Background: an optimization exercise with open tools, aiming at small area and a short achievable clock period. Do not read the settings as production practice.
In this exercise RTL edits were held to simulation tests only and were not proved equivalent to the original.

## flow/design.v (module list and top-level ports; edited modules follow where they fit)
// module DCT: 3555 lines
// module dct_fa: 6 lines
// module dct_ha: 6 lines
// module dct_ao: 5 lines
// module dct_and: 5 lines
// module dct_not: 5 lines
module DCT(clk,rst_n,ena,done,
  data_in0,data_in1,data_in2,data_in3,data_in4,data_in5,data_in6,data_in7,
  data_out0,data_out1,data_out2,data_out3,data_out4,data_out5,data_out6,data_out7);
  // ...
==> flow/flow/run.sh <==
#!/bin/bash
# The standard layout, with plain buf_1 cells as the input/output port buffers
# (the standard flow picks a larger delay-buffer cell for them).
set -euo pipefail
export BUFFER_PORTS_ARGS="-buffer_cell sky130_fd_sc_hd__buf_1"
bash standard.sh > standard.log 2>&1
==> flow/standard.sh <==
#!/bin/bash
# synth_recipe.tcl (not shown) runs the flow's synth.tcl, then flattens the netlist and writes it again
# the make line also repeats each setting of config.mk as NAME=value (left out here)
make -C /OpenROAD-flow-scripts/flow DESIGN_CONFIG=/design/flow/config.mk WORK_HOME=/design/flow/orfs CLKGATE_MAP_FILE= SYNTH_SCRIPT=/design/flow/synth_recipe.tcl "${@:-finish}"
==> flow/config.mk <==
export PLATFORM = sky130hd
export DESIGN_NAME = DCT
export DESIGN_NICKNAME = DCT
export VERILOG_FILES = /design/flow/design.v
export SDC_FILE = /design/flow/constraint.sdc
export NUM_CORES = 4
export LEC_CHECK = 0
export CAP_MARGIN = 20
export CORE_MARGIN = 2
export CORE_UTILIZATION = 40
export CTS_CLUSTER_DIAMETER = 70
export CTS_CLUSTER_SIZE = 30
export SETUP_SLACK_MARGIN = 1.75
export SLEW_MARGIN = 20
export SYNTH_HIERARCHICAL = 1
export SYNTH_MINIMUM_KEEP_SIZE = 0
export TNS_END_PERCENT = 30
==> flow/constraint.sdc <==
create_clock -name core_clock -period 4.5 [get_ports {clk}]
set_input_delay 0.9000 -clock core_clock [delete_from_list [all_inputs] [get_ports {clk}]]
set_output_delay 0.9000 -clock core_clock [all_outputs]
set_load 0.01 [all_outputs]
==> metrics.cfg, run 1 <==
[logic_synthesis]
synthMostInstantiatedCell=dfxtp_1
synth_cell_type_count=12
synth_top_cells_by_count=dfxtp_1, fa_1, inv_1
syn-instance-count=2100
synth_compound_area_share_pct=9.41
adder_cell_fraction_of_synth_area_pct=42.1
synthArstFlopShare_pct=0.806

[floorplan]
effective_utilization_at_floorplan_pct=40.2
die_width_um=255
rows=92

[routing]
route.detailed.vias_per_inst=4.53
top_layer=met5
drt-wirelength-per-cell_um=16.7
wl_mm=52.3

[timing]
finalWorstPathRequiredPeriod_ns=2.79
finalSetupViolations=0

[critical_path]
cp_delay_by_family_top=adder cells
worst_r2r_path_depth=9
worst_path_largest_cell_delay_ns=0.59
r2r-start=ra_p0[3]
critical_path.n_buffers_inverters=1

[cells_and_area]
final-clk-cell-share_pct=3.92
layout.cell_area.non_filler_um2=27900
seq-cell-share_pct=27.4
layout.cells.most_common=fa_1
clkbuf_count=33
final_cell_count_no_fill=3137
num-multi-input-gates=1294

[run_status]
run_status=timing/DRC/antenna clean

[clock_network]
cts-root-buf=clkbuf_16

==> run 2, diff against run 1 <==
--- a/flow/config.mk
+++ b/flow/config.mk
@@ -10,7 +10,7 @@
 export CORE_UTILIZATION = 40
 export CTS_CLUSTER_DIAMETER = 70
 export CTS_CLUSTER_SIZE = 30
-export SETUP_SLACK_MARGIN = 1.75
+export SETUP_SLACK_MARGIN = 2.0
 export SLEW_MARGIN = 20
 export SYNTH_HIERARCHICAL = 1
 export SYNTH_MINIMUM_KEEP_SIZE = 0
==> run 2 against run 1 <==
Effect of this change: still clean on timing, DRC and antenna; sequential cell count is the same; maximum frequency decreased by 0.11%; critical path depth is the same; register-to-register slack about the same; area after synthesis stayed put; via count rose by 1.9%; highest routed layer unchanged.
==> metrics.cfg, run 2 <==
[logic_synthesis]
post_synth_xor_area_fraction_pct=7.47
ys_dominant_reg_cell=dfxtp_1
seq_area_frac_synth_pct=29.6
syn-instance-count=2100  ; unchanged
synthesis.yosys.warnings=7
synth_compound_area_share_pct=9.41  ; unchanged
synth_top_cells_by_count=dfxtp_1, fa_1, inv_1
yosys-top-cells-area=dfxtp_1, fa_1, ha_1, a21o_1, xor2_1
synth_simple_gate_area_share_pct=3.17
synth_cell_type_count=12  ; unchanged
synth.largest_area_cell=dfxtp_1
synthMostInstantiatedCell=dfxtp_1
synthArstFlopShare_pct=0.806  ; unchanged
synth.ff_latch_count=372
synth_area_um2=25200
post_synth_mux_area_share_pct=0
synth_edf_count=0
adder_cell_fraction_of_synth_area_pct=42.1  ; unchanged
synthesis.area_per_instance_um2=12.0
synth_top_cell_area_share_pct=29.3
synth_top_family_by_area=adder cells

[timing]
rsz0062_at_grt=true
finalWorstPathRequiredPeriod_ns=2.80  ; +0.00314 ns
tns_setup_ns=0
timing.final.crit_share_pct=62.1
clock-skew-final_ns=0.0254
finalSetupViolations=0  ; unchanged
hold_violations=0
achievable-frequency_mhz=358
timing.final.max_slew_violations=0

[job]
max_cap_viol_count=0

[cells_and_area]
synthToLayoutAreaGrowth_pct=14.7
layout.cells.most_common=fa_1
nFillCells=5731
total_nets_final=3057
drive_gt1_share_pct=13.6
layout_common_cells=fa_1, a21o_1, dfxtp_1, inv_1, ha_1

[clock_network]
post_cts_hold_buffer_count=0
htree_levels=2
numClockSinks=372
clkSlewWorstSetupHoldPaths_ns=0.08
clk-insertion-delay-late_ns=0.57
ctsLongestPathBuffers=3
tritoncts=built
cts-root-buf=clkbuf_16
cts_inserted_buffers=34

[routing]
drt_first_iter_violations=366
drcViolationCount=0
drt-wirelength-per-cell_um=16.3  ; -1.9%
first_pass_iters=4
route.detailed.vias_per_inst=4.49  ; -0.74%
drt.antenna.violating_nets=0
vias=14500
wl_mm=52.6  ; +0.65%

[global_routing]
grt_pass1_vias=16000
grt_start_max_net_pins=24
overall_routing_resource_usage_pct=16.7
initial_antenna_violation_count=16
grt-ovfl-total=0
grt_pass1_wl_mm=83.6

[placed_design]
detailed_place_hpwl_mm=42.7
portBuffers=225
final_weighted_congestion_in_routability_driven_placement=0.813

[floorplan]
die_y_um=255
effective_utilization_at_floorplan_pct=40.2  ; unchanged
ios=228
fp.coreArea_um2=62700
rows=92  ; unchanged
die-area_um2=65100
die_width_um=255  ; unchanged

[min_path]
worst_hold_check_path_type=in -> async

[critical_path]
critical_path.n_buffers_inverters=1  ; unchanged
path_class=reg -> reg
critical_path_peak_fanout=4
cp_delay_by_family_top=adder cells
worst_path_largest_cell_delay_ns=0.55  ; -0.04 ns
crit_path_frequent_cell=a21o_1
worst_path_max_delay_cell=fa_1
critPathCaptureType=flip-flop
cp_cell_sequence=buf_4, fa_1, fa_1, ha_4, a21o_1, a21o_1, a21o_1, a21o_1, a21o_1
cp_data_arrival_time_ns=3.26
worstSetupStartpointType=flip-flop
worst_r2r_path_depth=9  ; unchanged
critical_path_rt_ns=4.96
crit_cells=9

[run_status]
run_status=timing/DRC/antenna clean

run 2: cell counts after synthesis:
No cell type changed its count.
run 2: area by class of cell:
type	instances	area [um^2]	share of cell area, %
tap	846	1060	3.66
multi-input combinational	1294	16100	55.5
timing repair buffer	325	1690	5.85
clock inverter	23	279	0.965
inverter	319	1220	4.23
sequential	372	7680	26.5
antenna	3	7.51	0.0260
clock buffer	38	930	3.21
run 2: per-stage QoR:
step	cells	cell area (um^2)	hold WS (ns)	setup slack [ns]	utilization, %
after CTS	3172	28300	0.101	1.70	45.2
after global routing	3219	28900	0.125	1.62	46.1
final	3220	28900	0.127	1.70	46.1
after global placement	3056	26500	0.317	1.57	42.2
after detailed placement	3056	26500	0.320	1.51	42.2
after floorplan	2101	25400	0.310	1.83	-
run 2: final timing paths:
check                      slack (ns)     end  startpoint
max                              1.70  ru[11]    ra_p0[3]
min                              0.13  vld[1]       rst_n
max reg2reg                      1.70  ru[11]    ra_p0[3]
min reg2reg                      0.33  ry1[0]     rya1[0]
max in group asynchronous        4.22  vld[0]       rst_n
min in group core_clock          0.33  ry1[0]     rya1[0]
run 2: repair_timing:
item | 4_1_cts | 5_1_grt
setup buffers | 55 | 45
pin swaps | 53 | 22
gates resized for setup | 78 | 56
endpoints found under the setup margin | 100 | 106
run 2: cells by family (layout without fill, tap and decap cells):
| group | after synthesis | after routing |
|---|---|---|
| other | 1 | 5 |
| xor gates and xnor gates | 215 | 215 |
| AOI/OAI and AO/OA | 316 | 316 |
| buffers and inverters | 435 | 705 |
| and+or+nand+nor | 125 | 125 |
| adders and majority gates | 636 | 636 |
| DFF | 372 | 372 |
run 2: per-layer routing:
layer / vias to the layer above / GRT usage (%) / part of all wire, %
li1: 7025 / - / -
met1: 7129 / 22.3 / 46
met2: 219 / 27.0 / 46
met3: 75 / 4.43 / 5.7
met4: 20 / 4.31 / 2.3
met5: - / 0 / 0.22
run 2: Yosys stat by module (local to each module, per instance):
module / area, um^2 / times used / cells
dct_not: 3.75 / 283 / 1
dct_and: 6.26 / 118 / 1
DCT: 10400 / 1 / 747
dct_ao: 7.51 / 316 / 1
dct_ha: 12.5 / 281 / 1
dct_fa: 20.0 / 355 / 1

[static timing again, ports no longer ideal]
How much do the figures lean on ideal ports? The routed layouts below were timed once more, with nothing changed but the port constraints.
Step 1 (the two cells are an assumption about what drives the block):
set clk [get_ports {clk}]
set_driving_cell -lib_cell sky130_fd_sc_hd__clkbuf_16 $clk
set_driving_cell -lib_cell sky130_fd_sc_hd__buf_2 [delete_from_list [all_inputs] $clk]
Step 2, shift: input delay + t, output delay - t, t = (earliest + latest rising clock arrival at the registers) / 2. This alone moves slack from input paths to output paths.
Three values: no drivers, after step 1, after step 2; two values: the first two.
run	t, ns	setup slack, ns	hold WS [ns]	worst setup path after step 2	latest minus earliest clock arrival (ns)
run 1	0.653	1.706 / 1.706 / 1.604	0.069 / 0.040 / 0.335	input to register	0.051 / 0.051
run 2	0.616	1.703 / 1.703 / 1.550	0.127 / 0.093 / 0.335	input to register	0.034 / 0.034
After both steps every run listed still meets setup and hold. The setup slack of run 2, which loses most, moves by 0.000 ns with the drivers and by -0.153 ns with both steps.
